This design comes from an exercise in tuning for small area, a short achievable clock period and few clock cycles on the open sky130 flow, not from production work. Only simulation tests tie the RTL to the original design; equivalence was not proved.

==> inputs of 08-23 <==
## fir_filter
module fir_filter #(
    parameter DATA_WIDTH = 16,
    parameter TAPS = 16
)(
    input wire clk,
    input wire reset,
    input wire start_fir,
    input wire [1:0] filter_mode,
    input wire [TAPS*DATA_WIDTH-1:0] input_buffer,
    output reg signed [DATA_WIDTH-1:0] fir_output,
    output reg fir_done
);
==> flow/config.mk <==
export PLATFORM = sky130hd
export DESIGN_NAME = fir_filter
export DESIGN_NICKNAME = fir_filter
export VERILOG_FILES = /design/flow/design.v
export SDC_FILE = /design/flow/constraint.sdc
export NUM_CORES = 4
export LEC_CHECK = 0
export CAP_MARGIN = 20
export CORE_MARGIN = 2
export CORE_UTILIZATION = 40
export GPL_TIMING_DRIVEN = 1
export PLACE_DENSITY = 0.6
export SETUP_SLACK_MARGIN = 4.5
export SLEW_MARGIN = 20
export SYNTH_HIERARCHICAL = 1
export SYNTH_MINIMUM_KEEP_SIZE = 0
==> flow/constraint.sdc <==
create_clock -name core_clock -period 11.0 [get_ports {clk}]
set_input_delay 2.2000 -clock core_clock [delete_from_list [all_inputs] [get_ports {clk}]]
set_output_delay 2.2000 -clock core_clock [all_outputs]
set_load 0.01 [all_outputs]
standard.sh (not shown) runs the stock make flow with config.mk's settings and CLKGATE_MAP_FILE= SYNTH_SCRIPT=/design/flow/synth_recipe.tcl, a recipe that flattens the netlist after the stock synthesis.
==> flow/flow/run.sh <==
#!/bin/bash
# The standard layout (standard.sh) with smaller port buffers (buf_1), and the
# AOI21 cells of the synthesized netlist started at their smallest size
# (flow/downsize.tcl, run before floorplanning).
set -uo pipefail
bash standard.sh "BUFFER_PORTS_ARGS=-buffer_cell sky130_fd_sc_hd__buf_1" "PRE_FLOORPLAN_TCL=$(pwd)/flow/downsize.tcl" finish > standard_make.log 2>&1
==> flow/flow/downsize.tcl <==
# Run before floorplanning: synthesis maps the AOI21 cells of the prefix adders to
# the double-strength a21oi_2; start them at a21oi_1 and let timing repair upsize
# the ones on critical paths.
set db [ord::get_db]
set block [ord::get_db_block]
set small [$db findMaster sky130_fd_sc_hd__a21oi_1]
set n 0
foreach inst [$block getInsts] {
  if {[[$inst getMaster] getName] eq "sky130_fd_sc_hd__a21oi_2"} {
    $inst swapMaster $small
    incr n
  }
}
puts "downsize.tcl: a21oi_2 -> a21oi_1 on $n instances"
==> 06-14 (differences from 08-23) <==
Settings changed: SETUP_SLACK_MARGIN 4.5 to 4.3.
==> comparison <==
Between 08-23 and 06-14, the lower utilization is in 06-14 (gap 2.8 points). Worst hold slack: 08-23 is higher than 06-14 (6.8 ps). Against 08-23, the critical path depth of 06-14 is lower by 1.
==> figures <==
Status: 08-23 finished clean; 06-14 finished clean
Final GP Congestion: 08-23 0.907; 06-14 0.914
Via count of the first global-routing pass: 08-23 14962; 06-14 14539
Period minus WS final: 08-23 6440 ps; 06-14 6560 ps
Detailed-routed wire length on met2: 08-23 24500 µm; 06-14 23100 µm
Fin worst setup slack: 08-23 4560 ps; 06-14 4440 ps
Tcrit/Tclk final: 08-23 58.6%; 06-14 59.6%
WP data arrival: 08-23 6650 ps; 06-14 6770 ps
Crit path buffers/inverters: 08-23 3; 06-14 2
Post-detail-place hpwl: 08-23 43200 µm; 06-14 44500 µm
Testbench counts of 08-23, summed over its fixed seeds: cycles 1,032.
Testbench counts of 06-14, summed over its fixed seeds: cycles 1,032.

========
==> run A <==
fir_filter, a different RTL version from the one above (not shown whole).
==> flow/design.v (excerpt) <==
module fir_filter #(
    parameter DATA_WIDTH = 16,
    parameter TAPS = 16
)(
    input wire clk,
    input wire reset,
    input wire start_fir,
    input wire [1:0] filter_mode,
    input wire [TAPS*DATA_WIDTH-1:0] input_buffer,
    output reg signed [DATA_WIDTH-1:0] fir_output,
    output reg fir_done
);
==> flow/config.mk <==
export PLATFORM = sky130hd
export DESIGN_NAME = fir_filter
export DESIGN_NICKNAME = fir_filter
export VERILOG_FILES = /design/flow/design.v
export SDC_FILE = /design/flow/constraint.sdc
export NUM_CORES = 4
export LEC_CHECK = 0
export CAP_MARGIN = 20
export CORE_MARGIN = 2
export CORE_UTILIZATION = 40
export GPL_TIMING_DRIVEN = 1
export PLACE_DENSITY = 0.6
export SETUP_SLACK_MARGIN = 4.4
export SLEW_MARGIN = 20
export SYNTH_HIERARCHICAL = 1
export SYNTH_MINIMUM_KEEP_SIZE = 0
==> flow/constraint.sdc <==
create_clock -name core_clock -period 11.0 [get_ports {clk}]
set_input_delay 2.2000 -clock core_clock [delete_from_list [all_inputs] [get_ports {clk}]]
set_output_delay 2.2000 -clock core_clock [all_outputs]
set_load 0.01 [all_outputs]
==> flow/flow/run.sh <==
#!/bin/bash
# The standard layout (standard.sh) with smaller port buffers (buf_1).
set -uo pipefail
bash standard.sh "BUFFER_PORTS_ARGS=-buffer_cell sky130_fd_sc_hd__buf_1" finish > standard_make.log 2>&1
==> run M: changes against run A <==
Settings changed: SETUP_SLACK_MARGIN 4.4 to 4.65.
==> run R: changes against run A <==
Settings changed: CORE_UTILIZATION 40 to 45, PLACE_DENSITY 0.6 to 0.65, SETUP_SLACK_MARGIN 4.4 to 4.5.
==> summary of the runs <==
Run A finished clean. Run R finished clean. Run M ran to the end with no violations. Die area is the same in run A and run M. In run R the core utilization is higher than in run A, by 7.6 points. In critical path depth, run R and run A do not differ. The highest sequential share of layout area belongs to run A, the lowest to run M. Against run R, the routed wire length of run A is higher by about 3%. Against run M, the global-route usage of run R is higher by 1.3 points.
==> figures <==
quantity	run A	run R	run M
Met3 routed WL	2.85 mm	3.62 mm	2.29 mm
Fraction of area in registers	0.0645	0.0630	0.0594
Global-route met1 utilization	0.346	0.373	0.293
Chip Height	212 µm	200 µm	212 µm
Final core utilization	0.464	0.540	0.507
Met2 wire length	24.9 mm	24.1 mm	29.1 mm
Number of signal-net buffers in the layout	310	333	360
Die X	212 µm	200 µm	212 µm
Die area	44900 µm²	40000 µm²	44900 µm²
Minimum period implied by the final worst setup slack	6.49 ns	6.41 ns	6.36 ns
Average via count per standard cell	5.27	5.38	5.24
FILL cells	4274	3478	3983
Pre-CTS setup slack	3.44 ns	3.46 ns	3.79 ns
Final worst-path setup slack	4.51 ns	4.59 ns	4.64 ns
Fraction of the cycle the final worst path needs	0.590	0.583	0.578
Clock Pin Slew Worst Setup and Hold Paths	0.06 ns	0.05 ns	0.06 ns
Outcome	finished clean	finished clean	finished clean
Testbench counts of run A, summed over its fixed seeds: cycles 1,032.
Testbench counts of run M, summed over its fixed seeds: cycles 1,032.
Testbench counts of run R, summed over its fixed seeds: cycles 1,032.

==> afterwards: timing with drivers on the ports <==
Ports are ideal in the flow. The routed layouts listed here were re-timed in OpenROAD.
Step 1, drivers: a clkbuf_16 drives clk and a buf_2 each remaining input, both assumed.
Step 2 times the ports against the registers' clock, not the clock port: input delays grow and output delays shrink by t, the midpoint of the rising clock arrivals with the driver on.
Three values: ideal, step 1, step 2; two values: the first two.
run	t (ns)	setup WS [ns]	clock arrival spread, ns	worst data-port slew with drivers (ns)
08-23	0.375	4.557 / 4.579 / 4.204	0.008 / 0.008	0.06
06-14	0.378	4.439 / 4.465 / 4.087	0.012 / 0.013	0.08
run A	0.385	4.512 / 4.534 / 4.149	0.006 / 0.005	0.06
run M	0.374	4.643 / 4.670 / 4.296	0.013 / 0.013	0.04
run R	0.376	4.587 / 4.606 / 4.237	0.013 / 0.013	0.05
After both steps setup and hold are still met in every run listed. The setup slack of run A, which loses most, moves by +0.022 ns with the drivers and by -0.363 ns with both steps.
